What follows belongs to an exercise in optimizing a design on an open flow for small area and a short achievable clock period; a production flow would make more cautious choices.
The RTL was checked by simulation tests, not by an equivalence proof against the original design.
Power and IR drop assume default switching activity.

`flow/config.mk`:
```
export PLATFORM = sky130hd
export DESIGN_NAME = MEMCTRL_CORE
export DESIGN_NICKNAME = MEMCTRL_CORE
export VERILOG_FILES = /design/flow/design.v
export SDC_FILE = /design/flow/constraint.sdc
export NUM_CORES = 4
export LEC_CHECK = 0
export CAP_MARGIN = 20
export CORE_MARGIN = 2
export CORE_UTILIZATION = 40
export CTS_BUF_LIST = sky130_fd_sc_hd__clkbuf_16
export CTS_CLUSTER_DIAMETER = 100
export CTS_CLUSTER_SIZE = 20
export SLEW_MARGIN = 20
```
`flow/design.v`:
```
module MEMCTRL_CORE(
   BIST_PASS,
   MEM_ADDR, MEM_CE, MEM_WEB, MEM_OEB, MEM_CSB, MEM_IDATA, MEM_ODATA_SELECT,
   SPARE_MEM_ADDR, SPARE_MEM_CE, SPARE_MEM_WEB, SPARE_MEM_OEB, SPARE_MEM_CSB,
   SPARE_MEM_IDATA, SPARE_MEM_ODATA_SELECT,
   ADDR, CE, CLK, CSB, IDATA, OEB, RSTN, WEB, BIST_EN, BIST_MODE, MEM_ODATA
   );
   input  [15:0]        ADDR;
   input                CE;
   input                CLK;
   input                CSB;
   input [7:0]          IDATA;
   input                OEB;
   input                RSTN;
   input                WEB;
   input                BIST_EN;
   input [2:0]          BIST_MODE;
   input [7:0]          MEM_ODATA;
   output               BIST_PASS;
   output [9:0]         MEM_ADDR;
   output               MEM_CE;
   output               MEM_WEB;
   output [63:0]        MEM_OEB;
   output [63:0]        MEM_CSB;
   output [7:0]         MEM_IDATA;
   output [5:0]         MEM_ODATA_SELECT;
   output [6:0]         SPARE_MEM_ADDR;
   output               SPARE_MEM_CE;
   output               SPARE_MEM_WEB;
   output [24:0]        SPARE_MEM_OEB;
   output [24:0]        SPARE_MEM_CSB;
   output [7:0]         SPARE_MEM_IDATA;
   output [4:0]         SPARE_MEM_ODATA_SELECT;
   localparam NF = 25;           
   wire en0 = BIST_EN & BIST_MODE[0];    
   wire en1 = BIST_EN & BIST_MODE[1];    
   wire en2 = BIST_EN & BIST_MODE[2];    
   wire ent = en1 | en2;                 
   reg       s0, s1, s2, st;
   reg [1:0] k0, k1, k2, kt;
   wire step0 = en0 & s0 & (&k0);
   wire step1 = en1 & s1 & (&k1);
   wire step2 = en2 & s2 & (&k2);
   wire stept = ent & st & (&kt);
   always @(posedge CLK or negedge RSTN) begin
      if (!RSTN) begin
         s0 <= 1'b0; s1 <= 1'b0; s2 <= 1'b0; st <= 1'b0;
         k0 <= 2'd0; k1 <= 2'd0; k2 <= 2'd0; kt <= 2'd0;
      end
      else begin
         s0 <= en0; k0 <= en0 ? k0 + {1'b0, s0} : 2'd0;
         s1 <= en1; k1 <= en1 ? k1 + {1'b0, s1} : 2'd0;
         s2 <= en2; k2 <= en2 ? k2 + {1'b0, s2} : 2'd0;
         st <= ent; kt <= ent ? kt + {1'b0, st} : 2'd0;
      end
   end
   reg [15:0] lf16;    
   reg [7:0]  lf8;     
   reg [15:0] gcnt;    
   reg [15:0] bcnt;    
   reg        tog;     
   always @(posedge CLK or negedge RSTN) begin
      if (!RSTN) begin
         lf16 <= 16'h8000;
         lf8  <= 8'h80;
         gcnt <= 16'h0000;
         bcnt <= 16'h0000;
         tog  <= 1'b0;
      end
      else begin
         if (step0) begin
            lf16 <= {lf16[14:0], lf16[15] ^ lf16[13] ^ lf16[12] ^ lf16[10]};
            lf8  <= {lf8[6:0], lf8[7] ^ lf8[5] ^ lf8[4] ^ lf8[3]};
         end
         gcnt <= gcnt + {15'd0, step1};
         bcnt <= bcnt + {15'd0, step2};
         if (stept) tog <= ~tog;
      end
   end
   wire m001 = (BIST_MODE == 3'b001);
   wire m010 = (BIST_MODE == 3'b010);
   wire m100 = (BIST_MODE == 3'b100);
   wire [15:0] ga = ({16{m001}} & lf16)
                  | ({16{m010}} & (gcnt ^ {1'b0, gcnt[15:1]}))
                  | ({16{m100}} & bcnt);
   wire [7:0]  gd = ({8{m001}} & lf8) | {8{(m010 | m100) & tog}};
   reg [1:0] ph;
   reg       pb;
   wire sI  = (ph == 2'd0);
   wire sW1 = (ph == 2'd1);
   wire sW2 = (ph == 2'd2);
   wire sR1 = (ph == 2'd3) & ~pb;
   wire sR2 = (ph == 2'd3) & pb;
   always @(posedge CLK or negedge RSTN) begin
      if (!RSTN) begin
         ph <= 2'd0;
         pb <= 1'b0;
      end
      else begin
         case (ph)
           2'd0: begin ph <= BIST_EN ? 2'd1 : 2'd0; pb <= 1'b0; end
           2'd1: ph <= 2'd2;
           2'd2: begin ph <= 2'd3; pb <= 1'b0; end
           default: begin
              if (pb) ph <= BIST_EN ? 2'd1 : 2'd0;
              pb <= 1'b1;
           end
         endcase
      end
   end
   wire bce  = sR1 | ((ph[1] == 1'b0) & pb);    
   wire bweb = ~sR1;
   wire boon = pb & ~(ph == 2'd3);              
   reg [7:0] bidata;
   reg [9:0] baddr;
   reg [5:0] bsel;
   reg [5:0] bpidx;       
   reg [8:0] dra;         
   reg       bpass;
   always @(posedge CLK or negedge RSTN) begin
      if (!RSTN) begin
         bidata <= 8'd0;
         baddr  <= 10'd0;
         bsel   <= 6'd0;
         bpass  <= 1'b0;
      end
      else begin
         if (sI) begin
            bidata <= 8'd0;
            baddr  <= 10'd0;
            bsel   <= 6'd0;
         end
         if (sW1) baddr <= ga[9:0];
         if (sW2) begin
            bidata <= gd;
            bsel   <= ga[15:10];
         end
         bpass <= sW2 & (MEM_ODATA != bidata);
      end
   end
   always @(posedge CLK) begin
      if (sW2 | sR2) bpidx <= ga[15:10];
      if (sW1) dra <= {bsel, baddr[9:7]};
   end
   assign BIST_PASS = bpass;
   reg [9*NF-1:0] fe;
   reg [4:0]      n;        
   reg [4:0]      fbc;      
   reg [4:0]      screg;    
   reg            pend;     
   reg [5:0] ridx;
   reg [9:0] ra;
   wire [8:0] cblk = BIST_EN ? dra : ADDR[15:7];
   wire [8:0] rblk = {ridx, ra[9:7]};
   function lt9(input [8:0] a, input [8:0] nb);
      integer k;
      reg d;
      begin
         d = 1'b1;
         for (k = 0; k < 9; k = k + 1)
           d = (nb[k] & a[k]) | (nb[k] & d) | (a[k] & d);
         lt9 = ~d;
      end
   endfunction
   reg [NF-1:0] hit, below;
   integer i;
   always @(*) begin
      for (i = 0; i < NF; i = i + 1) begin
         hit[i]   = (n > i) && (fe[9*i +: 9] == cblk);
         below[i] = (n > i) && lt9(fe[9*i +: 9], ~rblk);
      end
   end
   wire flt = |hit;
   reg [4:0] cnt;
   always @(*) begin
      cnt = 5'd0;
      for (i = 0; i < NF; i = i + 1) cnt = cnt + {4'd0, below[i]};
   end
   wire [4:0] sceff = pend ? cnt : screg;
   wire wr   = bpass & (fbc != 5'd25);
   wire ins  = BIST_EN & wr;
   wire insn = ins & ~flt;
   always @(posedge CLK or negedge RSTN) begin
      if (!RSTN) begin
         n     <= 5'd0;
         fbc   <= 5'd0;
         screg <= 5'd0;
         pend  <= 1'b0;
      end
      else begin
         fbc   <= fbc + {4'd0, ins};
         n     <= insn ? n + 5'd1 : n;
         screg <= sceff;
         pend  <= ~BIST_EN & flt;
      end
   end
   always @(posedge CLK) begin
      for (i = 0; i < NF; i = i + 1)
        if (wr && (n == i)) fe[9*i +: 9] <= dra;
   end
   reg       fm, fs;       
   reg       mc, mo;       
   reg       sc, so;       
   reg [7:0] rd;
   reg       rce, rweb;
   reg [5:0] rsel;
   always @(posedge CLK or negedge RSTN) begin
      if (!RSTN) begin
         fm <= 1'b0;
         fs <= 1'b0;
         mc <= 1'b0;
         mo <= 1'b0;
         sc <= 1'b0;
         so <= 1'b0;
      end
      else begin
         fm <= BIST_EN | ~flt;
         fs <= ~BIST_EN & flt;
         mc <= BIST_EN ? bce  : (~flt & ~CSB);
         mo <= BIST_EN ? boon : (~flt & ~OEB);
         sc <= ~BIST_EN & flt & ~CSB;
         so <= ~BIST_EN & flt & ~OEB;
      end
   end
   always @(posedge CLK) begin
      ra   <= BIST_EN ? baddr  : ADDR[9:0];
      rd   <= BIST_EN ? bidata : IDATA;
      rce  <= BIST_EN ? bce    : CE;
      rweb <= BIST_EN ? bweb   : WEB;
      rsel <= BIST_EN ? bsel   : (flt ? {1'b0, sceff} : ADDR[15:10]);
      ridx <= BIST_EN ? bpidx  : ADDR[15:10];
   end
   wire [7:0] lo8 = 8'd1 << ridx[2:0];
   wire [7:0] hi8 = 8'd1 << ridx[5:3];
   wire [7:0] hic = {8{mc}} & hi8;
   wire [7:0] hio = {8{mo}} & hi8;
   wire [7:0] slo = 8'd1 << rsel[2:0];
   wire [3:0] shi = 4'd1 << rsel[4:3];
   wire [3:0] shc = {4{sc}} & shi;
   wire [3:0] sho = {4{so}} & shi;
   genvar gj;
   generate
      for (gj = 0; gj < 64; gj = gj + 1) begin : g_mem_sel
         assign MEM_CSB[gj] = ~(hic[gj / 8] & lo8[gj % 8]);
         assign MEM_OEB[gj] = ~(hio[gj / 8] & lo8[gj % 8]);
      end
      for (gj = 0; gj < 25; gj = gj + 1) begin : g_spare_sel
         assign SPARE_MEM_CSB[gj] = ~(shc[gj / 8] & slo[gj % 8]);
         assign SPARE_MEM_OEB[gj] = ~(sho[gj / 8] & slo[gj % 8]);
      end
   endgenerate
   assign MEM_ADDR         = {10{fm}} & ra;
   assign MEM_CE           = fm & rce;
   assign MEM_WEB          = ~fm | rweb;
   assign MEM_IDATA        = {8{fm}} & rd;
   assign MEM_ODATA_SELECT = {6{fm}} & rsel;
   assign SPARE_MEM_ADDR         = {7{fs}} & ra[6:0];
   assign SPARE_MEM_CE           = fs & rce;
   assign SPARE_MEM_WEB          = ~fs | rweb;
   assign SPARE_MEM_IDATA        = {8{fs}} & rd;
   assign SPARE_MEM_ODATA_SELECT = {5{fs}} & rsel[4:0];
endmodule
```
`flow/flow/run.sh`:
```
#!/bin/bash
# The standard layout (standard.sh: standard synthesis, floorplan, place,
# CTS, route, finish), except that the buffers put on the input and output
# ports are the smallest buffer cell instead of the resizer's default choice.
# make's full output goes to flow_make.log; each ORFS step keeps its own log
# under orfs/logs/.
set -euo pipefail
bash standard.sh "BUFFER_PORTS_ARGS=-buffer_cell sky130_fd_sc_hd__buf_1" finish > flow_make.log 2>&1
```
`flow/standard.sh`:
```
#!/bin/bash
# synth_recipe.tcl (not shown) runs the flow's synth.tcl, then flattens the netlist and writes it again
# the make line also repeats each setting of config.mk as NAME=value (left out here)
make -C /OpenROAD-flow-scripts/flow DESIGN_CONFIG=/design/flow/config.mk WORK_HOME=/design/flow/orfs CLKGATE_MAP_FILE= SYNTH_SCRIPT=/design/flow/synth_recipe.tcl "${@:-finish}"
```
`flow/constraint.sdc`:
```
create_clock -name core_clock -period 350.0 [get_ports {CLK}]
set_input_delay 70.0000 -clock core_clock [delete_from_list [all_inputs] [get_ports {CLK}]]
set_output_delay 70.0000 -clock core_clock [all_outputs]
set_load 0.01 [all_outputs]
```
==> results of run 1 <==
==> registers in the layout (all words and copies together), names as in the netlist, 8 cells and up <==
register and flops:
lf8 8, lf16 16, gcnt 16, bcnt 16, rd 8, bidata 8
dra 9, ra 10, baddr 10, fe 225
==> cells in the final DEF, fill, tap and decap left out, types with 39 or more instances in the layout <==
cell type / n
nand2_1: 276
buf_1: 266
edfxtp_1: 240
xnor2_1: 228
inv_1: 129
dfrtp_1: 116
nand2b_1: 92
nor2_1: 86
maj3_1: 75
and2_1: 59
nand3_1: 56
xor2_1: 55
o21ai_0: 54
mux2_2: 49
buf_4: 39
==> metrics by stage <==
step / setup slack (ns) / cell area (um2) / power, W
CTS: 276.81 / 24600 / 0.000173
global route: 276.53 / 24600 / 0.000186
global placement: 276.40 / 23900 / 0.000143
finish: 276.62 / 24600 / 0.000173
floorplan: 277.62 / 22200 / 0.000118
detailed placement: 276.36 / 23900 / 0.000145
==> final cells by class <==
class / instances / area (um2) / share of cell area [%]
Clock buffer: 23 / 576 / 2.34
Clock inverter: 19 / 81.3 / 0.330
Inverter: 118 / 443 / 1.80
Multi-Input combinational cell: 1471 / 10500 / 42.5
Sequential cell: 390 / 10800 / 43.9
Tap cell: 748 / 936 / 3.80
Timing Repair Buffer: 307 / 1300 / 5.30
==> routing by layer <==
| layer | up-vias | routed length [um] | part of all wire [%] | global-route usage, % |
|---|---|---|---|---|
| met2 | 605 | 31600 | 48 | 37.0 |
| li1 | 7736 | - | - | - |
| met4 | 0 | 1570 | 2.4 | 5.45 |
| met3 | 109 | 4190 | 6.3 | 3.46 |
| met5 | - | 0 | 0 | 0 |
| met1 | 8521 | 29000 | 44 | 31.4 |
==> worst max-delay path, delay by kind of cell (launching register included) <==
| family | cells | cell delay, ns |
|---|---|---|
| buf+inv | 2 | 0.75 |
| flops | 1 | 0.87 |
| simple gates | 2 | 1.17 |
==> worst max-delay path by stage <==
| stage | from | to | cells past startpoint |
|---|---|---|---|
| floorplan | BIST_EN | n[1]$_DFFE_PN0P_ | 11 |
| global placement | BIST_EN | n[1]$_DFFE_PN0P_ | 11 |
| detailed placement | BIST_EN | n[1]$_DFFE_PN0P_ | 11 |
| CTS | ridx[2]$_DFF_P_ | MEM_OEB[52] | 5 |
| global route | ridx[1]$_DFF_P_ | MEM_CSB[11] | 4 |
| finish | ridx[1]$_DFF_P_ | MEM_CSB[11] | 4 |
==> logic make-up (layout without fill, tap and decap cells) <==
kind of cell	after synthesis	after routing
AND/OR/NAND/NOR	722	722
buffers and inverters	231	467
XOR/XNOR	283	283
AO/OA/AOI/OAI	267	267
multiplexers	69	69
flip-flops	390	390
adder cells (fa/ha/maj)	130	130
==> power by group <==
part	leakage (nW)	internal (W)	switching, W
Combinational	4.30	0.0000340	0.0000524
Sequential	4.02	0.0000545	0.00000466
Clock	0.379	0.0000121	0.0000155
Total	8.70	0.000101	0.0000726
==> impl_results.html, run 1 <==
<table>
<tr><th>Metric</th><th>Value</th></tr>
<tr><th colspan="2">Hold path</th></tr>
<tr><td>Hold Path Stages</td><td>2</td></tr>
<tr><td>Worst min-delay path category</td><td>register to register</td></tr>
<tr><td>Origin of the worst min-delay path</td><td>bpidx[5]$_DFFE_PP_</td></tr>
<tr><td>Worst Hold Endpoint</td><td>ridx[5]$_DFF_P_</td></tr>
<tr><th colspan="2">Timing</th></tr>
<tr><td>Setup repair after global routing missed its margin</td><td>false</td></tr>
<tr><td>Final worst-path cycle share</td><td>21.0%</td></tr>
<tr><td>Max Clock Freq</td><td>13.6 MHz</td></tr>
<tr><td>Setup Skew</td><td>0.0135 ns</td></tr>
<tr><td>Number of hold violations in the final report</td><td>0</td></tr>
<tr><td>Shortest period the worst path allows</td><td>73.38 ns</td></tr>
<tr><td>Final hold slack</td><td>0.452 ns</td></tr>
<tr><td>Total negative setup slack</td><td>0 ns</td></tr>
<tr><td>Slew @ Worst Pin</td><td>1.21 ns</td></tr>
<tr><td>Worst-case headroom to the max-slew limit</td><td>19.1%</td></tr>
<tr><td>Number of max-slew violations in the final report</td><td>0</td></tr>
<tr><td>Setup-violating endpoint count in the final report</td><td>0</td></tr>
<tr><th colspan="2">Global routing</th></tr>
<tr><td>Vias in the first global route</td><td>16300</td></tr>
<tr><td>Wire length of the first global-routing pass</td><td>99400 um</td></tr>
<tr><td>Initial antenna violation count</td><td>0</td></tr>
<tr><td>Remaining global-route overflow</td><td>0</td></tr>
<tr><td>Largest net degree at the start of global routing</td><td>61</td></tr>
<tr><td>Total Routing Usage GR</td><td>22.6%</td></tr>
<tr><th colspan="2">Yosys</th></tr>
<tr><td>Top cells by instance count after synthesis</td><td>nand2_1, edfxtp_1, xnor2_1</td></tr>
<tr><td>Sequential area share after synthesis</td><td>48.7%</td></tr>
<tr><td>Post-synthesis cell area</td><td>22200 um2</td></tr>
<tr><td>Fraction of registers with async set/reset</td><td>30.3%</td></tr>
<tr><td>Number of standard cells after synthesis</td><td>2092</td></tr>
<tr><td>Primary FF master, synth</td><td>edfxtp_1</td></tr>
<tr><td>Flip-flop and latch count after synthesis</td><td>390</td></tr>
<tr><td>Area fraction in and, or, nand and nor cells after synthesis</td><td>16.1%</td></tr>
<tr><td>Cell types occupying the most area after synthesis</td><td>edfxtp_1, dfrtp_1, xnor2_1</td></tr>
<tr><td>Xor/xnor share of the synthesized area</td><td>11.2%</td></tr>
<tr><td>Most frequently used cell type in the post-synthesis netlist</td><td>nand2_1</td></tr>
<tr><td>Distinct cell type count of the synthesized netlist</td><td>66</td></tr>
<tr><td>Number of enable-type register cells in the synthesized netlist</td><td>240</td></tr>
<tr><td>Compound-cell area share of the yosys netlist</td><td>8.67%</td></tr>
<tr><td>Fraction of the mapped netlist area in adder cells</td><td>7.10%</td></tr>
<tr><td>Share of cell area taken by muxes after synthesis</td><td>3.86%</td></tr>
<tr><td>Mean instance size in the synthesized netlist</td><td>10.6 um2</td></tr>
<tr><td>Share of Yosys cell area claimed by the top area cell type</td><td>32.5%</td></tr>
<tr><td>Yosys warnings</td><td>1</td></tr>
<tr><td>Cell taking the most area after synthesis</td><td>edfxtp_1</td></tr>
<tr><td>Dominant combinational cell family by area after synthesis</td><td>simple AND/OR/NAND/NOR gates</td></tr>
<tr><td>Net count after synthesis</td><td>2189</td></tr>
<tr><th colspan="2">CTS</th></tr>
<tr><td>Post-CTS Setup Repair Bufs</td><td>0</td></tr>
<tr><td>Longest Clk Path Bufs</td><td>3</td></tr>
<tr><td>Insertion delay of the later-clocked pin in the worst-skew pair</td><td>0.57 ns</td></tr>
<tr><td>Clock-pin slew on the worst setup and hold paths</td><td>0.09 ns</td></tr>
<tr><td>Sinks on the clock net</td><td>390</td></tr>
<tr><td>TritonCTS clock tree</td><td>yes</td></tr>
<tr><td>Quantity of hold-fixing buffers added after cts</td><td>0</td></tr>
<tr><td>Number of buffers created by CTS</td><td>23</td></tr>
<tr><td>H-tree depth</td><td>1</td></tr>
<tr><td>Number of instances resized during post-cts repair</td><td>0</td></tr>
<tr><td>Clock root buffer</td><td>clkbuf_16</td></tr>
<tr><th colspan="2">Placed design</th></tr>
<tr><td>Post-DP HPWL</td><td>46000 um</td></tr>
<tr><td>Number of I/O port buffers</td><td>268</td></tr>
<tr><td>Routability cong.</td><td>0.967</td></tr>
<tr><td>Number of cells after detailed placement</td><td>3034</td></tr>
<tr><th colspan="2">Setup path</th></tr>
<tr><td>Element type at the critical path start</td><td>register</td></tr>
<tr><td>Longest individual stage delay on the worst path</td><td>1.01 ns</td></tr>
<tr><td>Cell with the biggest individual delay on the critical path</td><td>nor3_2</td></tr>
<tr><td>Endpoint of the most critical register-to-register path</td><td>rsel[4]$_DFF_P_</td></tr>
<tr><td>Worst Path Required</td><td>280.00 ns</td></tr>
<tr><td>Minimum setup slack among reg-to-reg paths</td><td>342.47 ns</td></tr>
<tr><td>Crit path cell chain</td><td>inv_2 -&gt; nor3_2 -&gt; nand2_1 -&gt; buf_1</td></tr>
<tr><td>Biggest fanout along the worst timing path</td><td>34</td></tr>
<tr><td>Worst reg2reg path startpoint</td><td>ridx[1]$_DFF_P_</td></tr>
<tr><td>R2r worst-path depth</td><td>22</td></tr>
<tr><td>CP Capture Type</td><td>primary output</td></tr>
<tr><td>Crit path arrival time</td><td>3.38 ns</td></tr>
<tr><td>Path type of the worst setup path</td><td>register to primary output</td></tr>
<tr><th colspan="2">Pwr</th></tr>
<tr><td>Worst voltage drop across the vdd grid</td><td>0.0000107 V</td></tr>
<tr><td>Leakage</td><td>8.70 nW</td></tr>
<tr><td>Total power divided by cell area</td><td>7.04 nW/um2</td></tr>
<tr><th colspan="2">Finish</th></tr>
<tr><td>Fraction of layout instances using a drive strength above 1</td><td>6.83%</td></tr>
<tr><td>Core utilization of the finished layout</td><td>44.8%</td></tr>
<tr><td>Net count, final</td><td>2408</td></tr>
<tr><td>Area added between synthesis and finish</td><td>11.1%</td></tr>
<tr><td>Finished Layout Cells</td><td>3076</td></tr>
<tr><td>Final-layout fill cell count</td><td>5189</td></tr>
<tr><td>Diode count</td><td>0</td></tr>
<tr><th colspan="2">Die</th></tr>
<tr><td>Die Y-Extent</td><td>239 um</td></tr>
<tr><td>I/O pin count</td><td>269</td></tr>
<tr><td>Row Count</td><td>86</td></tr>
<tr><td>Total die area</td><td>57300 um2</td></tr>
<tr><td>Placeable core region</td><td>55000 um2</td></tr>
<tr><td>Initial Utilization</td><td>40.3%</td></tr>
<tr><td>Die X</td><td>239 um</td></tr>
<tr><th colspan="2">Drt</th></tr>
<tr><td>First-pass DRT Iterations</td><td>6</td></tr>
<tr><td>Drt drc</td><td>0</td></tr>
<tr><td>Ratio of routed vias to standard cells</td><td>5.52</td></tr>
<tr><td>Detailed-route wire length per cell</td><td>21.6 um</td></tr>
<tr><td>Final ANT Viol Nets</td><td>0</td></tr>
<tr><td>Count of routing violations after the opening detailed-route iteration</td><td>1553</td></tr>
<tr><td>Wirelength, routed</td><td>66400 um</td></tr>
<tr><td>Detailed-route via count</td><td>17000</td></tr>
<tr><th colspan="2">Flow run</th></tr>
<tr><td>Count of max-cap constraint violations</td><td>0</td></tr>
<tr><th colspan="2">Status</th></tr>
<tr><td>Run status</td><td>complete, no violations</td></tr>
</table>
==> run 2: changes to the inputs <==
--- a/flow/design.v
+++ b/flow/design.v
@@ -164,2 +164,12 @@
    endfunction
+   function lt9n(input [8:0] na, input [8:0] b);
+      integer k;
+      reg c;
+      begin
+         c = 1'b0;
+         for (k = 0; k < 9; k = k + 1)
+           c = (na[k] & b[k]) | (na[k] & c) | (b[k] & c);
+         lt9n = c;
+      end
+   endfunction
    reg [NF-1:0] hit, below;
@@ -168,4 +178,4 @@
       for (i = 0; i < NF; i = i + 1) begin
-         hit[i]   = (n > i) && (fe[9*i +: 9] == cblk);
-         below[i] = (n > i) && lt9(fe[9*i +: 9], ~rblk);
+         hit[i]   = (n > i) && (fe[9*i +: 9] == ~cblk);
+         below[i] = (n > i) && lt9n(fe[9*i +: 9], rblk);
       end
@@ -198,3 +208,3 @@
       for (i = 0; i < NF; i = i + 1)
-        if (wr && (n == i)) fe[9*i +: 9] <= dra;
+        if (wr && (n == i)) fe[9*i +: 9] <= ~dra;
    end
==> impl_results.html, run 2 <==
<table>
<tr><th>Metric</th><th>Value</th></tr>
<tr><th colspan="2">Status</th></tr>
<tr><td>Run status</td><td>complete, no violations</td></tr>
<tr><th colspan="2">Timing</th></tr>
<tr><td>Setup-violating endpoint count in the final report</td><td>0 (unchanged)</td></tr>
<tr><td>Slew @ Worst Pin</td><td>1.14 ns (-0.0725 ns)</td></tr>
<tr><td>Setup Skew</td><td>0.0173 ns (+0.00383 ns)</td></tr>
<tr><td>Final worst-path cycle share</td><td>21.0% (+0.044 points)</td></tr>
<tr><td>Number of max-slew violations in the final report</td><td>0 (unchanged)</td></tr>
<tr><td>Worst-case headroom to the max-slew limit</td><td>24.0% (+4.8 points)</td></tr>
<tr><td>Total negative setup slack</td><td>0 ns (unchanged)</td></tr>
<tr><td>Shortest period the worst path allows</td><td>73.54 ns (+0.153 ns)</td></tr>
<tr><td>Setup repair after global routing missed its margin</td><td>false</td></tr>
<tr><td>Max Clock Freq</td><td>13.6 MHz (-0.21%)</td></tr>
<tr><td>Number of hold violations in the final report</td><td>0 (unchanged)</td></tr>
<tr><th colspan="2">Pwr</th></tr>
<tr><td>Worst voltage drop across the vdd grid</td><td>0.0000118 V (+10%)</td></tr>
<tr><td>Proportion of total power due to net switching</td><td>41.1% (-0.81 points)</td></tr>
<tr><td>Part of the power in combinational logic</td><td>48.1% (-1.8 points)</td></tr>
<tr><td>Clock group share of total power</td><td>16.5% (+0.6 points)</td></tr>
<tr><td>Leakage</td><td>8.32 nW (-4.4%)</td></tr>
<tr><td>Internal portion of total power</td><td>0.0000988 W (-1.8%)</td></tr>
<tr><td>Total power divided by cell area</td><td>7.03 nW/um2 (about the same)</td></tr>
<tr><td>Sequential fraction of design power</td><td>35.4% (+1.2 points)</td></tr>
<tr><td>Net switching power</td><td>0.0000689 W (-5.0%)</td></tr>
<tr><th colspan="2">Global routing</th></tr>
<tr><td>Vias in the first global route</td><td>15800 (-3.1%)</td></tr>
<tr><td>Total Routing Usage GR</td><td>22.3% (-0.33 points)</td></tr>
<tr><td>Initial antenna violation count</td><td>0 (unchanged)</td></tr>
<tr><td>Wire length of the first global-routing pass</td><td>96200 um (-3.2%)</td></tr>
<tr><td>Remaining global-route overflow</td><td>0 (unchanged)</td></tr>
<tr><td>Largest net degree at the start of global routing</td><td>83 (+36%)</td></tr>
<tr><th colspan="2">Finish</th></tr>
<tr><td>Area added between synthesis and finish</td><td>10.6%</td></tr>
<tr><td>Net count, final</td><td>2307 (-4.2%)</td></tr>
<tr><td>Register containing the most flip-flops in the final layout</td><td>fe</td></tr>
<tr><td>Commonest non-fill, non-tap cells in the layout</td><td>nand2_1, buf_1, edfxtp_1, xnor2_1, dfrtp_1</td></tr>
<tr><td>Diode count</td><td>0 (unchanged)</td></tr>
<tr><td>Fraction of layout instances using a drive strength above 1</td><td>7.27% (+0.44 points)</td></tr>
<tr><td>Core utilization of the finished layout</td><td>44.5% (-0.27 points)</td></tr>
<tr><td>Final-layout fill cell count</td><td>5098 (-1.8%)</td></tr>
<tr><td>Most frequent standard cell in the layout excluding fill and tap cells</td><td>nand2_1</td></tr>
<tr><td>Largest register FFs</td><td>225 (unchanged)</td></tr>
<tr><th colspan="2">CTS</th></tr>
<tr><td>Clock-pin slew on the worst setup and hold paths</td><td>0.09 ns (about the same)</td></tr>
<tr><td>H-tree depth</td><td>1 (unchanged)</td></tr>
<tr><td>Quantity of hold-fixing buffers added after cts</td><td>0 (unchanged)</td></tr>
<tr><td>Number of instances resized during post-cts repair</td><td>0 (unchanged)</td></tr>
<tr><td>Sinks on the clock net</td><td>390 (unchanged)</td></tr>
<tr><td>TritonCTS clock tree</td><td>yes</td></tr>
<tr><td>Longest Clk Path Bufs</td><td>3 (unchanged)</td></tr>
<tr><td>Number of buffers created by CTS</td><td>23 (unchanged)</td></tr>
<tr><td>Clock root buffer</td><td>clkbuf_16</td></tr>
<tr><td>Insertion delay of the later-clocked pin in the worst-skew pair</td><td>0.57 ns (about the same)</td></tr>
<tr><td>Post-CTS Setup Repair Bufs</td><td>0 (unchanged)</td></tr>
<tr><th colspan="2">Die</th></tr>
<tr><td>Die Y-Extent</td><td>236 um (-1.4%)</td></tr>
<tr><td>I/O pin count</td><td>269 (unchanged)</td></tr>
<tr><td>Row Count</td><td>85 (-1.2%)</td></tr>
<tr><td>Placeable core region</td><td>53600 um2 (-2.5%)</td></tr>
<tr><td>Initial Utilization</td><td>40.2% (-0.087 points)</td></tr>
<tr><td>Total die area</td><td>55800 um2 (-2.7%)</td></tr>
<tr><td>Die X</td><td>236 um (-1.4%)</td></tr>
<tr><th colspan="2">Yosys</th></tr>
<tr><td>Most frequently used cell type in the post-synthesis netlist</td><td>nand2_1</td></tr>
<tr><td>Post-synthesis cell area</td><td>21600 um2 (-2.7%)</td></tr>
<tr><td>Number of enable-type register cells in the synthesized netlist</td><td>240 (unchanged)</td></tr>
<tr><td>Primary FF master, synth</td><td>edfxtp_1</td></tr>
<tr><td>Yosys warnings</td><td>1 (unchanged)</td></tr>
<tr><td>Number of standard cells after synthesis</td><td>2013 (-3.8%)</td></tr>
<tr><td>Flip-flop and latch count after synthesis</td><td>390 (unchanged)</td></tr>
<tr><td>Fraction of registers with async set/reset</td><td>30.3% (unchanged)</td></tr>
<tr><td>Top cells by instance count after synthesis</td><td>nand2_1, edfxtp_1, xnor2_1</td></tr>
<tr><td>Net count after synthesis</td><td>2110 (-3.6%)</td></tr>
<tr><td>Cell types occupying the most area after synthesis</td><td>edfxtp_1, dfrtp_1, xnor2_1</td></tr>
<tr><td>Distinct cell type count of the synthesized netlist</td><td>63 (-4.5%)</td></tr>
<tr><td>Share of Yosys cell area claimed by the top area cell type</td><td>33.4% (+0.91 points)</td></tr>
<tr><td>Sequential area share after synthesis</td><td>50.1% (+1.4 points)</td></tr>
<tr><td>Mean instance size in the synthesized netlist</td><td>10.7 um2 (+1.1%)</td></tr>
<tr><td>Cell taking the most area after synthesis</td><td>edfxtp_1</td></tr>
<tr><th colspan="2">Hold path</th></tr>
<tr><td>Worst min-delay path category</td><td>register to register</td></tr>
<tr><th colspan="2">Placed design</th></tr>
<tr><td>Routability cong.</td><td>0.954 (-1.3%)</td></tr>
<tr><td>Post-DP HPWL</td><td>43600 um (-5.2%)</td></tr>
<tr><td>Number of I/O port buffers</td><td>268 (unchanged)</td></tr>
<tr><th colspan="2">Setup path</th></tr>
<tr><td>Minimum setup slack among reg-to-reg paths</td><td>342.81 ns (+0.34 ns)</td></tr>
<tr><td>Worst Path Required</td><td>350.50 ns (+70.50 ns)</td></tr>
<tr><td>Crit path arrival time</td><td>74.04 ns (+70.66 ns)</td></tr>
<tr><td>Element type at the critical path start</td><td>input port</td></tr>
<tr><td>CP Capture Type</td><td>register</td></tr>
<tr><td>Biggest fanout along the worst timing path</td><td>62 (+82%)</td></tr>
<tr><td>Path type of the worst setup path</td><td>input port to register</td></tr>
<tr><th colspan="2">Drt</th></tr>
<tr><td>First-pass DRT Iterations</td><td>6 (unchanged)</td></tr>
<tr><td>Highest Signal Layer</td><td>met4</td></tr>
<tr><td>Final ANT Viol Nets</td><td>0 (unchanged)</td></tr>
<tr><td>Metal3 WL</td><td>4400 um (+4.9%)</td></tr>
<tr><td>Ratio of routed vias to standard cells</td><td>5.64 (+2.3%)</td></tr>
<tr><td>Met2 wire length</td><td>30500 um (-3.6%)</td></tr>
<tr><td>Detailed-route via count</td><td>16500 (-2.8%)</td></tr>
<tr><td>Detailed-route wire length per cell</td><td>21.9 um (+1.3%)</td></tr>
<tr><td>Count of routing violations after the opening detailed-route iteration</td><td>1497 (-3.6%)</td></tr>
<tr><td>Wl on met1</td><td>27700 um (-4.6%)</td></tr>
<tr><td>Drt drc</td><td>0 (unchanged)</td></tr>
<tr><td>Wirelength, routed</td><td>64000 um (-3.7%)</td></tr>
<tr><th colspan="2">Flow run</th></tr>
<tr><td>Count of max-cap constraint violations</td><td>0 (unchanged)</td></tr>
</table>
==> run 2: cell count changes after synthesis, moves of 33 or more <==
| cell | before | now |
|---|---|---|
| inv_1 | 113 | 44 |
| nand2_1 | 276 | 309 |
| nand2b_1 | 92 | 31 |
| nand3_1 | 56 | 21 |
| xnor2_1 | 228 | 193 |
| xor2_1 | 55 | 90 |
==> run 2: area by class of cell <==
cell class	count	area (um2)	share of cell area, %
Clock buffer	23	576	2.41
Clock inverter	19	82.6	0.346
Inverter	44	165	0.692
Multi-Input combinational cell	1451	10100	42.2
Sequential cell	390	10800	45.3
Tap cell	696	871	3.65
Timing Repair Buffer	300	1270	5.34
==> run 2: metal layers <==
metal	GRT usage, %	vias up
met1	31.1	8269
met5	0	-
met3	3.19	90
met4	4.79	0
met2	36.9	585
li1	-	7550
==> run 2: metrics by stage <==
stage | total power [W] | worst slack [ns] | instance area, um2 | instances | hold WS [ns]
2_1_floorplan | 0.000114 | 277.52 | 21600 | 2013 | 0.423
3_3_place_gp | 0.000138 | 275.95 | 23100 | 2880 | 0.439
3_5_place_dp | 0.000140 | 275.91 | 23200 | 2881 | 0.444
4_1_cts | 0.000168 | 276.47 | 23800 | 2923 | 0.460
5_1_grt | 0.000178 | 276.24 | 23900 | 2923 | 0.475
6_report | 0.000168 | 276.46 | 23900 | 2923 | 0.453
==> run 2: cell families after synthesis <==
family | after synthesis | share of synthesized area [%]
mux | 69 | 4.03
simple gates | 684 | 15.1
flops | 390 | 50.1
fa+ha+maj | 105 | 6.14
compound gates | 310 | 9.69
xor+xnor | 283 | 11.5
buf+inv | 172 | 3.41
==> run 2: power by group through the flow <==
stage | clock network, W | logic, W | registers (W)
6_report | 0.0000277 | 0.0000807 | 0.0000593
5_1_grt | 0.0000297 | 0.0000887 | 0.0000597
4_1_cts | 0.0000282 | 0.0000806 | 0.0000591
3_5_place_dp | 0 | 0.0000799 | 0.0000601
3_3_place_gp | 0 | 0.0000783 | 0.0000600
2_1_floorplan | 0 | 0.0000567 | 0.0000575
==> run 2: worst max-delay path: stages <==
cell and delay [ns]:
clkbuf_4 0.10, buf_4 0.67, mux2i_4 0.34, buf_4 0.51, xnor2_1 0.15, nand3_1 0.11
nor4_1 0.06, nor4_1 0.84, nand3_1 0.43, nor3_1 0.52, a22o_1 0.20
==> run 2: final timing paths <==
path / from / end / depth (start not counted)
worst min register to register: bpidx[5]$_DFFE_PP_ / ridx[5]$_DFF_P_ / 1
worst min-delay path: bpidx[5]$_DFFE_PP_ / ridx[5]$_DFF_P_ / 1
worst max-delay path: BIST_EN / rsel[5]$_DFF_P_ / 11
worst max register to register: ridx[0]$_DFF_P_ / rsel[1]$_DFF_P_ / 20
min in group asynchronous: RSTN / bidata[2]$_DFFE_PN0N_ / 1
max in group asynchronous: RSTN / bcnt[13]$_DFF_PN0_ / 2
==> run 3: changes to the inputs <==
--- a/flow/design.v
+++ b/flow/design.v
@@ -239,3 +239,3 @@
       rweb <= BIST_EN ? bweb   : WEB;
-      rsel <= BIST_EN ? bsel   : (flt ? {1'b0, sceff} : ADDR[15:10]);
+      rsel <= BIST_EN ? bsel   : ADDR[15:10];
       ridx <= BIST_EN ? bpidx  : ADDR[15:10];
@@ -246,4 +246,4 @@
    wire [7:0] hio = {8{mo}} & hi8;
-   wire [7:0] slo = 8'd1 << rsel[2:0];
-   wire [3:0] shi = 4'd1 << rsel[4:3];
+   wire [7:0] slo = 8'd1 << screg[2:0];
+   wire [3:0] shi = 4'd1 << screg[4:3];
    wire [3:0] shc = {4{sc}} & shi;
@@ -270,3 +270,3 @@
    assign SPARE_MEM_IDATA        = {8{fs}} & rd;
-   assign SPARE_MEM_ODATA_SELECT = {5{fs}} & rsel[4:0];
+   assign SPARE_MEM_ODATA_SELECT = {5{fs}} & screg;
 endmodule
==> impl_results.html, run 3 <==
<table>
<tr><th>Metric</th><th>Value</th></tr>
<tr><th colspan="2">Yosys</th></tr>
<tr><td>Distinct cell type count of the synthesized netlist</td><td>77 (+22%)</td></tr>
<tr><td>Flip-flop and latch count after synthesis</td><td>390 (unchanged)</td></tr>
<tr><td>Fraction of the mapped netlist area in adder cells</td><td>4.50% (-1.6 points)</td></tr>
<tr><td>Fraction of registers with async set/reset</td><td>30.3% (unchanged)</td></tr>
<tr><td>Xor/xnor share of the synthesized area</td><td>11.3% (-0.16 points)</td></tr>
<tr><td>Compound-cell area share of the yosys netlist</td><td>11.6% (+1.9 points)</td></tr>
<tr><td>Mean instance size in the synthesized netlist</td><td>10.4 um2 (-2.7%)</td></tr>
<tr><td>Cell types occupying the most area after synthesis</td><td>edfxtp_1, dfrtp_1, xnor2_1</td></tr>
<tr><td>Top cells by instance count after synthesis</td><td>nand2_1, edfxtp_1, xnor2_1</td></tr>
<tr><td>Sequential area share after synthesis</td><td>49.4% (-0.71 points)</td></tr>
<tr><td>Share of Yosys cell area claimed by the top area cell type</td><td>33.0% (-0.47 points)</td></tr>
<tr><td>Primary FF master, synth</td><td>edfxtp_1</td></tr>
<tr><td>Dominant combinational cell family by area after synthesis</td><td>simple AND/OR/NAND/NOR gates</td></tr>
<tr><td>Most frequently used cell type in the post-synthesis netlist</td><td>nand2_1</td></tr>
<tr><td>Area fraction in and, or, nand and nor cells after synthesis</td><td>15.5% (+0.38 points)</td></tr>
<tr><td>Number of enable-type register cells in the synthesized netlist</td><td>240 (unchanged)</td></tr>
<tr><td>Cell taking the most area after synthesis</td><td>edfxtp_1</td></tr>
<tr><td>Post-synthesis cell area</td><td>21900 um2 (+1.4%)</td></tr>
<tr><td>Yosys warnings</td><td>1 (unchanged)</td></tr>
<tr><td>Number of standard cells after synthesis</td><td>2099 (+4.3%)</td></tr>
<tr><td>Net count after synthesis</td><td>2196 (+4.1%)</td></tr>
<tr><td>Share of cell area taken by muxes after synthesis</td><td>3.71% (-0.31 points)</td></tr>
<tr><th colspan="2">Timing</th></tr>
<tr><td>Final hold slack</td><td>0.443 ns (-0.00948 ns)</td></tr>
<tr><td>Total negative setup slack</td><td>0 ns (unchanged)</td></tr>
<tr><td>Slew @ Worst Pin</td><td>1.22 ns (+0.0858 ns)</td></tr>
<tr><td>Setup-violating endpoint count in the final report</td><td>0 (unchanged)</td></tr>
<tr><td>Max Clock Freq</td><td>13.7 MHz (+0.59%)</td></tr>
<tr><td>Setup Skew</td><td>0.0196 ns (+0.00234 ns)</td></tr>
<tr><td>Shortest period the worst path allows</td><td>73.10 ns (-0.434 ns)</td></tr>
<tr><td>Worst-case headroom to the max-slew limit</td><td>18.1% (-5.9 points)</td></tr>
<tr><td>Final worst-path cycle share</td><td>20.9% (-0.12 points)</td></tr>
<tr><td>Number of max-slew violations in the final report</td><td>0 (unchanged)</td></tr>
<tr><td>Setup repair after global routing missed its margin</td><td>false</td></tr>
<tr><td>Number of hold violations in the final report</td><td>0 (unchanged)</td></tr>
<tr><th colspan="2">Setup path</th></tr>
<tr><td>Biggest fanout along the worst timing path</td><td>30 (-52%)</td></tr>
<tr><td>Element type at the critical path start</td><td>register</td></tr>
<tr><td>Path type of the worst setup path</td><td>register to primary output</td></tr>
<tr><td>Crit path arrival time</td><td>3.10 ns (-70.94 ns)</td></tr>
<tr><td>CP Capture Type</td><td>primary output</td></tr>
<tr><td>Worst Path Required</td><td>280.00 ns (-70.50 ns)</td></tr>
<tr><th colspan="2">Finish</th></tr>
<tr><td>Area added between synthesis and finish</td><td>10.2%</td></tr>
<tr><td>Fraction of layout instances using a drive strength above 1</td><td>7.33% (+0.056 points)</td></tr>
<tr><td>Largest register FFs</td><td>225 (unchanged)</td></tr>
<tr><td>Net count, final</td><td>2399 (+4.0%)</td></tr>
<tr><td>Finished Layout Cells</td><td>3015 (+3.1%)</td></tr>
<tr><td>Commonest non-fill, non-tap cells in the layout</td><td>nand2_1, buf_1, edfxtp_1, xnor2_1, dfrtp_1</td></tr>
<tr><td>Most frequent standard cell in the layout excluding fill and tap cells</td><td>nand2_1</td></tr>
<tr><td>Core utilization of the finished layout</td><td>44.7% (+0.21 points)</td></tr>
<tr><td>Diode count</td><td>0 (unchanged)</td></tr>
<tr><td>Register containing the most flip-flops in the final layout</td><td>fe</td></tr>
<tr><th colspan="2">CTS</th></tr>
<tr><td>Quantity of hold-fixing buffers added after cts</td><td>0 (unchanged)</td></tr>
<tr><td>Number of instances resized during post-cts repair</td><td>0 (unchanged)</td></tr>
<tr><td>H-tree depth</td><td>1 (unchanged)</td></tr>
<tr><td>Clock root buffer</td><td>clkbuf_16</td></tr>
<tr><td>TritonCTS clock tree</td><td>yes</td></tr>
<tr><td>Sinks on the clock net</td><td>390 (unchanged)</td></tr>
<tr><td>Number of buffers created by CTS</td><td>23 (unchanged)</td></tr>
<tr><td>Post-CTS Setup Repair Bufs</td><td>0 (unchanged)</td></tr>
<tr><td>Insertion delay of the later-clocked pin in the worst-skew pair</td><td>0.58 ns (about the same)</td></tr>
<tr><td>Clock-pin slew on the worst setup and hold paths</td><td>0.09 ns (about the same)</td></tr>
<tr><td>Longest Clk Path Bufs</td><td>3 (unchanged)</td></tr>
<tr><th colspan="2">Drt</th></tr>
<tr><td>Count of routing violations after the opening detailed-route iteration</td><td>1791 (+20%)</td></tr>
<tr><td>Final ANT Viol Nets</td><td>0 (unchanged)</td></tr>
<tr><td>Detailed-route wire length per cell</td><td>21.6 um (-1.5%)</td></tr>
<tr><td>First-pass DRT Iterations</td><td>7 (+1)</td></tr>
<tr><td>Drt drc</td><td>0 (unchanged)</td></tr>
<tr><td>Wirelength, routed</td><td>65000 um (+1.6%)</td></tr>
<tr><td>Ratio of routed vias to standard cells</td><td>5.68 (+0.74%)</td></tr>
<tr><td>Detailed-route via count</td><td>17100 (+3.9%)</td></tr>
<tr><th colspan="2">Die</th></tr>
<tr><td>Placeable core region</td><td>53900 um2 (+0.60%)</td></tr>
<tr><td>Die Y-Extent</td><td>238 um (+0.70%)</td></tr>
<tr><td>Initial Utilization</td><td>40.6% (+0.34 points)</td></tr>
<tr><td>Die X</td><td>238 um (+0.70%)</td></tr>
<tr><td>I/O pin count</td><td>269 (unchanged)</td></tr>
<tr><td>Row Count</td><td>85 (unchanged)</td></tr>
<tr><td>Total die area</td><td>56600 um2 (+1.4%)</td></tr>
<tr><th colspan="2">Placed design</th></tr>
<tr><td>Number of cells after detailed placement</td><td>2972 (+3.2%)</td></tr>
<tr><td>Number of I/O port buffers</td><td>268 (unchanged)</td></tr>
<tr><td>Routability cong.</td><td>0.943 (-1.2%)</td></tr>
<tr><td>Post-DP HPWL</td><td>44700 um (+2.5%)</td></tr>
<tr><th colspan="2">Pwr</th></tr>
<tr><td>Total power divided by cell area</td><td>6.63 nW/um2 (-5.8%)</td></tr>
<tr><td>Net switching power</td><td>0.0000650 W (-5.7%)</td></tr>
<tr><td>Clock group share of total power</td><td>17.6% (+1.1 points)</td></tr>
<tr><td>Internal portion of total power</td><td>0.0000947 W (-4.1%)</td></tr>
<tr><td>Proportion of total power due to net switching</td><td>40.7% (-0.40 points)</td></tr>
<tr><td>Sequential fraction of design power</td><td>37.3% (+1.9 points)</td></tr>
<tr><td>Leakage</td><td>8.50 nW (+2.2%)</td></tr>
<tr><td>Worst voltage drop across the vdd grid</td><td>0.0000110 V (-7.0%)</td></tr>
<tr><td>Part of the power in combinational logic</td><td>45.1% (-3.0 points)</td></tr>
<tr><th colspan="2">Flow run</th></tr>
<tr><td>Count of max-cap constraint violations</td><td>0 (unchanged)</td></tr>
<tr><th colspan="2">Global routing</th></tr>
<tr><td>Wire length of the first global-routing pass</td><td>98500 um (+2.4%)</td></tr>
<tr><td>Remaining global-route overflow</td><td>0 (unchanged)</td></tr>
<tr><td>Initial antenna violation count</td><td>1 (+1)</td></tr>
<tr><td>Largest net degree at the start of global routing</td><td>68 (-18%)</td></tr>
<tr><td>Vias in the first global route</td><td>16600 (+4.5%)</td></tr>
<tr><td>Total Routing Usage GR</td><td>22.3% (about the same)</td></tr>
<tr><th colspan="2">Status</th></tr>
<tr><td>Run status</td><td>complete, no violations</td></tr>
<tr><th colspan="2">Hold path</th></tr>
<tr><td>Worst min-delay path category</td><td>register to register</td></tr>
</table>
-- run 3: changes by cell type in the layout (fill, tap and decap cells not counted), sizes merged, moves of 18 or more --
| cell | change |
|---|---|
| o21ai | +18 |
| nand2 | +26 |
| a211oi | +18 |
| a21oi | +28 |
| maj3 | -34 |
| a221oi | -22 |
-- run 3: kinds of logic (layout without fill, tap and decap cells) --
logic type	count (synthesis)	in the layout
buffers and inverters	190	410
muxes	64	64
DFF	390	390
xor gates and xnor gates	283	283
adders and majority gates	71	71
and+or+nand+nor	718	718
AOI/OAI and AO/OA	383	383
-- run 3: power by group through the flow --
stage               clock network [W]  registers, W  logic (W)
floorplan                           0     0.0000573  0.0000535
detailed placement                  0     0.0000604  0.0000719
global route                0.0000305     0.0000601  0.0000809
global placement                    0     0.0000603  0.0000707
CTS                         0.0000288     0.0000594  0.0000724
finish                      0.0000282     0.0000595  0.0000720
-- run 3: through the flow --
step	total power [W]	cell area (um2)	worst slack, ns
finish	0.000160	24100	276.90
global route	0.000171	24100	276.94
CTS	0.000161	24100	277.10
detailed placement	0.000132	23400	276.68
global placement	0.000131	23400	276.68
floorplan	0.000111	21900	277.84
-- run 3: cell type report --
cell class                 count  area [um2]
inverter                      61         229
clock buffer                  23         576
fill                        5033       29800
tap                          696         871
sequential                   390       10800
multi-input combinational   1519       10200
clock inverter                19        95.1
timing repair buffer         307        1310
-- run 3: path summary, 6_finish.rpt --
| kind | startpoint | end | slack, ns | depth (start not counted) |
|---|---|---|---|---|
| worst max-delay path | ridx[2]$_DFF_P_ | MEM_OEB[4] | 276.90 | 5 |
| worst min-delay path | bpidx[2]$_DFFE_PP_ | ridx[2]$_DFF_P_ | 0.44 | 2 |
| worst max register to register | ra[7]$_DFF_P_ | screg[2]$_DFFE_PN0P_ | 343.03 | 20 |
| worst min register to register | bpidx[2]$_DFFE_PP_ | ridx[2]$_DFF_P_ | 0.44 | 2 |
| max in group asynchronous | RSTN | bcnt[9]$_DFF_PN0_ | 279.13 | 2 |
| min in group asynchronous | RSTN | lf8[6]$_DFFE_PN0P_ | 69.51 | 1 |
-- run 3: metal layers --
metal	global-route usage (%)	vias to the layer above	part of all wire, %
li1	-	7823	-
met1	31.0	8603	44
met2	36.8	620	48
met3	3.02	91	6.1
met4	5.47	2	2.4
met5	0	-	0.020
-- run 3: critical path, stage by stage, from the launching register on --
cell and delay (ns):
dfxtp_2 0.32, buf_4 0.39, inv_1 0.27, nor2_1 0.99, nand2_1 0.30, buf_1 0.22
==> run 4: changes to the inputs <==
==> flow/flow/run.sh (replaced) <==
#!/bin/bash
# The standard layout (standard.sh: standard synthesis, floorplan, place,
# CTS, route, finish), except that the buffers put on the input and output
# ports are the smallest buffer cell instead of the resizer's default choice,
# and the clock tree is built without dummy balancing loads.
# make's full output goes to flow_make.log; each ORFS step keeps its own log
# under orfs/logs/.
set -euo pipefail
bash standard.sh \
  "BUFFER_PORTS_ARGS=-buffer_cell sky130_fd_sc_hd__buf_1" \
  "CTS_ARGS=-sink_clustering_enable -repair_clock_nets -sink_clustering_size 20 -sink_clustering_max_diameter 100 -buf_list sky130_fd_sc_hd__clkbuf_16 -dont_use_dummy_load" \
  finish > flow_make.log 2>&1
--- a/flow/config.mk
+++ b/flow/config.mk
@@ -9,3 +9,3 @@
 export CORE_MARGIN = 2
-export CORE_UTILIZATION = 40
+export CORE_UTILIZATION = 65
 export CTS_BUF_LIST = sky130_fd_sc_hd__clkbuf_16
==> impl_results.html, run 4 <==
<table>
<tr><th>Metric</th><th>Value</th></tr>
<tr><th colspan="2">Yosys</th></tr>
<tr><td>Cell taking the most area after synthesis</td><td>edfxtp_1</td></tr>
<tr><td>Yosys warnings</td><td>1 (unchanged)</td></tr>
<tr><td>Primary FF master, synth</td><td>edfxtp_1</td></tr>
<tr><td>Sequential area share after synthesis</td><td>49.4% (unchanged)</td></tr>
<tr><td>Number of standard cells after synthesis</td><td>2099 (unchanged)</td></tr>
<tr><td>Top cells by instance count after synthesis</td><td>nand2_1, edfxtp_1, xnor2_1</td></tr>
<tr><td>Number of enable-type register cells in the synthesized netlist</td><td>240 (unchanged)</td></tr>
<tr><td>Share of Yosys cell area claimed by the top area cell type</td><td>33.0% (unchanged)</td></tr>
<tr><td>Mean instance size in the synthesized netlist</td><td>10.4 um2 (unchanged)</td></tr>
<tr><td>Distinct cell type count of the synthesized netlist</td><td>77 (unchanged)</td></tr>
<tr><td>Flip-flop and latch count after synthesis</td><td>390 (unchanged)</td></tr>
<tr><td>Cell types occupying the most area after synthesis</td><td>edfxtp_1, dfrtp_1, xnor2_1</td></tr>
<tr><td>Most frequently used cell type in the post-synthesis netlist</td><td>nand2_1</td></tr>
<tr><td>Post-synthesis cell area</td><td>21900 um2 (unchanged)</td></tr>
<tr><td>Fraction of registers with async set/reset</td><td>30.3% (unchanged)</td></tr>
<tr><td>Net count after synthesis</td><td>2196 (unchanged)</td></tr>
<tr><th colspan="2">CTS</th></tr>
<tr><td>Sinks on the clock net</td><td>390 (unchanged)</td></tr>
<tr><td>Number of instances resized during post-cts repair</td><td>0 (unchanged)</td></tr>
<tr><td>H-tree depth</td><td>1 (unchanged)</td></tr>
<tr><td>Clock-pin slew on the worst setup and hold paths</td><td>0.08 ns (about the same)</td></tr>
<tr><td>Post-CTS Setup Repair Bufs</td><td>0 (unchanged)</td></tr>
<tr><td>TritonCTS clock tree</td><td>yes</td></tr>
<tr><td>Quantity of hold-fixing buffers added after cts</td><td>0 (unchanged)</td></tr>
<tr><td>Number of buffers created by CTS</td><td>23 (unchanged)</td></tr>
<tr><td>Longest Clk Path Bufs</td><td>3 (unchanged)</td></tr>
<tr><td>Insertion delay of the later-clocked pin in the worst-skew pair</td><td>0.55 ns (-0.03 ns)</td></tr>
<tr><td>Clock root buffer</td><td>clkbuf_16</td></tr>
<tr><th colspan="2">Setup path</th></tr>
<tr><td>CP Capture Type</td><td>primary output</td></tr>
<tr><td>Biggest fanout along the worst timing path</td><td>50 (+67%)</td></tr>
<tr><td>Element type at the critical path start</td><td>register</td></tr>
<tr><td>Crit path arrival time</td><td>2.67 ns (-0.43 ns)</td></tr>
<tr><td>Minimum setup slack among reg-to-reg paths</td><td>343.07 ns (+0.04 ns)</td></tr>
<tr><td>Worst Path Required</td><td>280.00 ns (about the same)</td></tr>
<tr><td>Path type of the worst setup path</td><td>register to primary output</td></tr>
<tr><th colspan="2">Global routing</th></tr>
<tr><td>Largest net degree at the start of global routing</td><td>75 (+10%)</td></tr>
<tr><td>Total Routing Usage GR</td><td>33.4% (+11 points)</td></tr>
<tr><td>Wire length of the first global-routing pass</td><td>92000 um (-6.6%)</td></tr>
<tr><td>Remaining global-route overflow</td><td>0 (unchanged)</td></tr>
<tr><td>Vias in the first global route</td><td>16700 (+0.80%)</td></tr>
<tr><td>Initial antenna violation count</td><td>0 (-1)</td></tr>
<tr><th colspan="2">Drt</th></tr>
<tr><td>First-pass DRT Iterations</td><td>6 (-1)</td></tr>
<tr><td>Ratio of routed vias to standard cells</td><td>6.19 (+8.8%)</td></tr>
<tr><td>Detailed-route wire length per cell</td><td>21.6 um (+0.20%)</td></tr>
<tr><td>Drt drc</td><td>0 (unchanged)</td></tr>
<tr><td>Wirelength, routed</td><td>59300 um (-8.8%)</td></tr>
<tr><td>Count of routing violations after the opening detailed-route iteration</td><td>1430 (-20%)</td></tr>
<tr><td>Detailed-route via count</td><td>17000 (-0.96%)</td></tr>
<tr><td>Final ANT Viol Nets</td><td>0 (unchanged)</td></tr>
<tr><th colspan="2">Pwr</th></tr>
<tr><td>Total power divided by cell area</td><td>6.65 nW/um2 (+0.44%)</td></tr>
<tr><td>Leakage</td><td>8.38 nW (-1.4%)</td></tr>
<tr><td>Total chip power</td><td>0.000158 W (-1.1%)</td></tr>
<tr><td>Worst voltage drop across the vdd grid</td><td>0.00000898 V (-18%)</td></tr>
<tr><th colspan="2">Timing</th></tr>
<tr><td>Setup repair after global routing missed its margin</td><td>false</td></tr>
<tr><td>Setup Skew</td><td>0.0220 ns (+0.00236 ns)</td></tr>
<tr><td>Shortest period the worst path allows</td><td>72.67 ns (-0.430 ns)</td></tr>
<tr><td>Max Clock Freq</td><td>13.8 MHz (+0.59%)</td></tr>
<tr><td>Worst-case headroom to the max-slew limit</td><td>27.7% (+9.6 points)</td></tr>
<tr><td>Crit path setup slack, layout</td><td>277.33 ns (+0.430 ns)</td></tr>
<tr><td>Number of max-slew violations in the final report</td><td>0 (unchanged)</td></tr>
<tr><td>Setup-violating endpoint count in the final report</td><td>0 (unchanged)</td></tr>
<tr><td>Slew @ Worst Pin</td><td>1.08 ns (-0.146 ns)</td></tr>
<tr><td>Total negative setup slack</td><td>0 ns (unchanged)</td></tr>
<tr><td>Final hold slack</td><td>0.449 ns (+0.00553 ns)</td></tr>
<tr><td>Number of hold violations in the final report</td><td>0 (unchanged)</td></tr>
<tr><td>Final worst-path cycle share</td><td>20.8% (-0.12 points)</td></tr>
<tr><th colspan="2">Finish</th></tr>
<tr><td>Commonest non-fill, non-tap cells in the layout</td><td>nand2_1, buf_1, edfxtp_1, xnor2_1, dfrtp_1</td></tr>
<tr><td>Register containing the most flip-flops in the final layout</td><td>fe</td></tr>
<tr><td>Most frequent standard cell in the layout excluding fill and tap cells</td><td>nand2_1</td></tr>
<tr><td>Net count, final</td><td>2395 (-0.17%)</td></tr>
<tr><td>Area used by sequential logic in the layout</td><td>10800 um2 (unchanged)</td></tr>
<tr><td>Final-layout fill cell count</td><td>2571 (-49%)</td></tr>
<tr><td>Multi-input gate area in the final layout</td><td>10200 um2 (+0.12%)</td></tr>
<tr><td>Largest register FFs</td><td>225 (unchanged)</td></tr>
<tr><td>Diode count</td><td>0 (unchanged)</td></tr>
<tr><td>Fraction of layout instances using a drive strength above 1</td><td>7.14% (-0.19 points)</td></tr>
<tr><td>Area added between synthesis and finish</td><td>8.50%</td></tr>
<tr><th colspan="2">Placed design</th></tr>
<tr><td>Setup slack after placement</td><td>276.93 ns (+0.251 ns)</td></tr>
<tr><td>Routability cong.</td><td>0.908 (-3.8%)</td></tr>
<tr><td>Post-DP HPWL</td><td>40300 um (-9.7%)</td></tr>
<tr><td>Number of I/O port buffers</td><td>268 (unchanged)</td></tr>
<tr><th colspan="2">Die</th></tr>
<tr><td>Die Y-Extent</td><td>187 um (-21%)</td></tr>
<tr><td>Initial Utilization</td><td>65.5% (+25 points)</td></tr>
<tr><td>I/O pin count</td><td>269 (unchanged)</td></tr>
<tr><td>Placeable core region</td><td>33400 um2 (-38%)</td></tr>
<tr><td>Die X</td><td>187 um (-21%)</td></tr>
<tr><td>Total die area</td><td>35100 um2 (-38%)</td></tr>
<tr><td>Row Count</td><td>67 (-21%)</td></tr>
<tr><th colspan="2">Hold path</th></tr>
<tr><td>Worst min-delay path category</td><td>register to register</td></tr>
<tr><th colspan="2">Flow run</th></tr>
<tr><td>Count of max-cap constraint violations</td><td>0 (unchanged)</td></tr>
<tr><th colspan="2">Status</th></tr>
<tr><td>Run status</td><td>complete, no violations</td></tr>
</table>
-- run 4: cell counts after synthesis --
No cell type changed its count.
-- run 4: routing by layer --
| layer | vias to the layer above | track usage, % | wire length (um) |
|---|---|---|---|
| li1 | 7802 | - | - |
| met2 | 749 | 57.0 | 29000 |
| met5 | - | 0 | 0 |
| met1 | 8278 | 43.9 | 23700 |
| met4 | 0 | 13.1 | 2320 |
| met3 | 146 | 4.07 | 4320 |
-- run 4: cells by family (layout without fill, tap and decap cells) --
group / after synthesis / count (layout) / share of synthesized area [%]
buf+inv: 190 / 387 / 3.99
compound gates: 383 / 383 / 11.6
xor+xnor: 283 / 283 / 11.3
simple gates: 718 / 718 / 15.5
mux: 64 / 64 / 3.71
flops: 390 / 390 / 49.4
fa+ha+maj: 71 / 71 / 4.50
-- run 4: where the power goes --
part | switching (W) | total [W] | internal [W] | leakage, nW
sequential | 0.00000506 | 0.0000594 | 0.0000543 | 4.02
clock | 0.0000147 | 0.0000264 | 0.0000117 | 0.283
combinational | 0.0000438 | 0.0000721 | 0.0000283 | 4.08
total | 0.0000636 | 0.000158 | 0.0000943 | 8.38
-- run 4: cell type report --
class                           instances  share of cell area (%)
Sequential cell                       390                    45.6
Clock buffer                           23                    2.43
Timing Repair Buffer                  303                    5.58
Inverter                               61                   0.965
Multi-Input combinational cell       1519                    43.1
Tap cell                              448                    2.36
-- run 4: worst paths after layout --
check,startpoint,endpoint,depth (start not counted)
setup / recovery,ridx[3]$_DFF_P_,MEM_OEB[9],5
hold / removal,bpidx[4]$_DFFE_PP_,ridx[4]$_DFF_P_,2
setup reg to reg,ra[8]$_DFF_P_,screg[2]$_DFFE_PN0P_,22
hold reg to reg,bpidx[4]$_DFFE_PP_,ridx[4]$_DFF_P_,2
max in group asynchronous,RSTN,screg[0]$_DFFE_PN0P_,2
min in group asynchronous,RSTN,baddr[3]$_DFFE_PN0P_,1
-- run 4: stage by stage --
stage | instances | utilization [%] | cell area, um2
3_3_place_gp | 2718 | 69.1 | 23100
3_5_place_dp | 2719 | 69.2 | 23100
4_1_cts | 2742 | 70.9 | 23700
6_report | 2744 | 71.1 | 23700
2_1_floorplan | 2099 | - | 21900
5_1_grt | 2744 | 71.1 | 23700
-- run 4: worst max-delay path: stages (launching register included) --
cell and delay, ns:
dfxtp_2 0.32, buf_4 0.51, nand2_1 0.23, nor3_1 0.72, nand2_1 0.15, buf_1 0.18
==> run 5: changes to the inputs <==
--- a/flow/design.v
+++ b/flow/design.v
@@ -239,3 +239,3 @@
       rweb <= BIST_EN ? bweb   : WEB;
-      rsel <= BIST_EN ? bsel   : ADDR[15:10];
+      rsel <= BIST_EN ? bsel   : (flt ? {1'b0, sceff} : ADDR[15:10]);
       ridx <= BIST_EN ? bpidx  : ADDR[15:10];
@@ -246,4 +246,4 @@
    wire [7:0] hio = {8{mo}} & hi8;
-   wire [7:0] slo = 8'd1 << screg[2:0];
-   wire [3:0] shi = 4'd1 << screg[4:3];
+   wire [7:0] slo = 8'd1 << rsel[2:0];
+   wire [3:0] shi = 4'd1 << rsel[4:3];
    wire [3:0] shc = {4{sc}} & shi;
@@ -270,3 +270,3 @@
    assign SPARE_MEM_IDATA        = {8{fs}} & rd;
-   assign SPARE_MEM_ODATA_SELECT = {5{fs}} & screg;
+   assign SPARE_MEM_ODATA_SELECT = {5{fs}} & rsel[4:0];
 endmodule
==> impl_results.html, run 5 <==
<table>
<tr><th>Metric</th><th>Value</th></tr>
<tr><th colspan="2">Status</th></tr>
<tr><td>Run status</td><td>complete, no violations</td></tr>
<tr><th colspan="2">Setup path</th></tr>
<tr><td>CP Capture Type</td><td>register</td></tr>
<tr><td>Crit path cell chain</td><td>clkbuf_4 -&gt; buf_4 -&gt; mux2i_4 -&gt; buf_4 -&gt; xor2_1 -&gt; nor4_1 -&gt; and4_1 -&gt; a2111oi_2 -&gt; nand3_1 -&gt; nor3_1 -&gt; a22o_1</td></tr>
<tr><td>Longest individual stage delay on the worst path</td><td>0.67 ns (-0.05 ns)</td></tr>
<tr><td>Element type at the critical path start</td><td>input port</td></tr>
<tr><th colspan="2">Pwr</th></tr>
<tr><td>Worst voltage drop across the vdd grid</td><td>0.0000170 V (+90%)</td></tr>
<tr><td>Total power divided by cell area</td><td>7.04 nW/um2 (+5.7%)</td></tr>
<tr><td>Leakage</td><td>8.21 nW (-2.0%)</td></tr>
<tr><th colspan="2">Timing</th></tr>
<tr><td>Final hold slack</td><td>0.479 ns (+0.0299 ns)</td></tr>
<tr><td>Setup repair after global routing missed its margin</td><td>false</td></tr>
<tr><td>Number of hold violations in the final report</td><td>0 (unchanged)</td></tr>
<tr><td>Shortest period the worst path allows</td><td>73.38 ns (+0.703 ns)</td></tr>
<tr><td>Crit path setup slack, layout</td><td>276.62 ns (-0.703 ns)</td></tr>
<tr><td>Slew @ Worst Pin</td><td>1.17 ns (+0.0895 ns)</td></tr>
<tr><th colspan="2">Yosys</th></tr>
<tr><td>Top cells by instance count after synthesis</td><td>nand2_1, edfxtp_1, xnor2_1</td></tr>
<tr><td>Xor/xnor share of the synthesized area</td><td>11.5% (+0.16 points)</td></tr>
<tr><td>Fraction of registers with async set/reset</td><td>30.3% (unchanged)</td></tr>
<tr><td>Flip-flop and latch count after synthesis</td><td>390 (unchanged)</td></tr>
<tr><td>Cell types occupying the most area after synthesis</td><td>edfxtp_1, dfrtp_1, xnor2_1</td></tr>
<tr><td>Distinct cell type count of the synthesized netlist</td><td>63 (-18%)</td></tr>
<tr><td>Fraction of the mapped netlist area in adder cells</td><td>6.14% (+1.6 points)</td></tr>
<tr><td>Number of standard cells after synthesis</td><td>2013 (-4.1%)</td></tr>
<tr><td>Compound-cell area share of the yosys netlist</td><td>9.69% (-1.9 points)</td></tr>
<tr><td>Net count after synthesis</td><td>2110 (-3.9%)</td></tr>
<tr><td>Share of cell area taken by muxes after synthesis</td><td>4.03% (+0.31 points)</td></tr>
<tr><th colspan="2">Placed design</th></tr>
<tr><td>Post-DP HPWL</td><td>40900 um (+1.4%)</td></tr>
<tr><td>Routability cong.</td><td>0.904 (-0.45%)</td></tr>
<tr><th colspan="2">Finish</th></tr>
<tr><td>Largest register FFs</td><td>225 (unchanged)</td></tr>
<tr><td>Most frequent standard cell in the layout excluding fill and tap cells</td><td>nand2_1</td></tr>
<tr><td>Commonest non-fill, non-tap cells in the layout</td><td>nand2_1, buf_1, edfxtp_1, xnor2_1, dfrtp_1</td></tr>
<tr><td>Register containing the most flip-flops in the final layout</td><td>fe</td></tr>
<tr><td>Final-layout fill cell count</td><td>2422 (-5.8%)</td></tr>
<tr><td>Diode count</td><td>0 (unchanged)</td></tr>
<tr><td>Area added between synthesis and finish</td><td>8.69%</td></tr>
<tr><th colspan="2">CTS</th></tr>
<tr><td>Clock root buffer</td><td>clkbuf_16</td></tr>
<tr><td>Number of instances resized during post-cts repair</td><td>0 (unchanged)</td></tr>
<tr><td>Quantity of hold-fixing buffers added after cts</td><td>0 (unchanged)</td></tr>
<tr><th colspan="2">Drt</th></tr>
<tr><td>Count of routing violations after the opening detailed-route iteration</td><td>1782 (+25%)</td></tr>
<tr><td>Wirelength, routed</td><td>61300 um (+3.4%)</td></tr>
<tr><td>First-pass DRT Iterations</td><td>6 (unchanged)</td></tr>
<tr><td>Detailed-route wire length per cell</td><td>23.1 um (+7.1%)</td></tr>
<tr><td>Detailed-route via count</td><td>16800 (-0.78%)</td></tr>
<tr><th colspan="2">Global routing</th></tr>
<tr><td>Total Routing Usage GR</td><td>34.7% (+1.3 points)</td></tr>
<tr><td>Wire length of the first global-routing pass</td><td>90900 um (-1.2%)</td></tr>
<tr><th colspan="2">Hold path</th></tr>
<tr><td>Worst min-delay path category</td><td>register to register</td></tr>
<tr><th colspan="2">Die</th></tr>
<tr><td>Total die area</td><td>34600 um2 (-1.4%)</td></tr>
<tr><td>I/O pin count</td><td>269 (unchanged)</td></tr>
<tr><td>Initial Utilization</td><td>66.1% (+0.55 points)</td></tr>
<tr><th colspan="2">Flow run</th></tr>
<tr><td>Count of max-cap constraint violations</td><td>0 (unchanged)</td></tr>
</table>
## run 5: power by group
part | total [W] | switching [W] | internal, W
Combinational | 0.0000796 | 0.0000479 | 0.0000316
Sequential | 0.0000593 | 0.00000472 | 0.0000545
Clock | 0.0000261 | 0.0000144 | 0.0000117
## run 5: layer usage
layer | wire length [um] | vias up
met3 | 5810 | 182
met1 | 23600 | 8286
met5 | 21 | -
met2 | 29400 | 850
met4 | 2400 | 4
li1 | - | 7520
## run 5: worst max-delay path, delay by kind of cell
kind	cells	cell delay (ns)
compound gates	2	0.73
xor+xnor	1	0.20
buf+inv	3	1.29
mux	1	0.33
simple gates	4	1.24
## run 5: cells by family after synthesis
kind of cell | count (synthesis)
compound gates | 310
xor+xnor | 283
flops | 390
mux | 69
fa+ha+maj | 105
buf+inv | 172
simple gates | 684
## run 5: final cells by class
cell class,count,area [um2],area share [%]
flip-flops and latches,390,10800,46.1
multi-input cells,1451,10100,42.9
repair buffers,299,1270,5.44
clock buffers,23,576,2.46
well taps,442,553,2.36
inverters,44,165,0.705
## run 5: path summary, 6_finish.rpt
path | startpoint | to | slack [ns] | cells past startpoint
max | BIST_EN | rsel[5]$_DFF_P_ | 276.62 | 11
min | bpidx[3]$_DFFE_PP_ | ridx[3]$_DFF_P_ | 0.48 | 1
max reg2reg | ra[7]$_DFF_P_ | rsel[4]$_DFF_P_ | 342.71 | 22
min reg2reg | bpidx[3]$_DFFE_PP_ | ridx[3]$_DFF_P_ | 0.48 | 1
max in group asynchronous | RSTN | fbc[2]$_DFF_PN0_ | 279.12 | 2
min in group asynchronous | RSTN | gcnt[9]$_DFF_PN0_ | 69.47 | 1
## run 5: metrics by stage
stage / power (W) / area, um2 / util, %
floorplan: 0.000114 / 21600 / -
global placement: 0.000135 / 22800 / 69.9
detailed placement: 0.000137 / 22800 / 70.0
CTS: 0.000163 / 23400 / 71.8
global route: 0.000174 / 23400 / 71.8
finish: 0.000165 / 23400 / 71.8

Re-timed with assumed drivers on the ports (clkbuf_16 on the clock, buf_2 on other inputs), run 5 has 276.656 ns of setup slack against 276.623 ns with ideal ports, and 276.068 ns once port delays also move by the mid clock arrival of 0.589 ns.
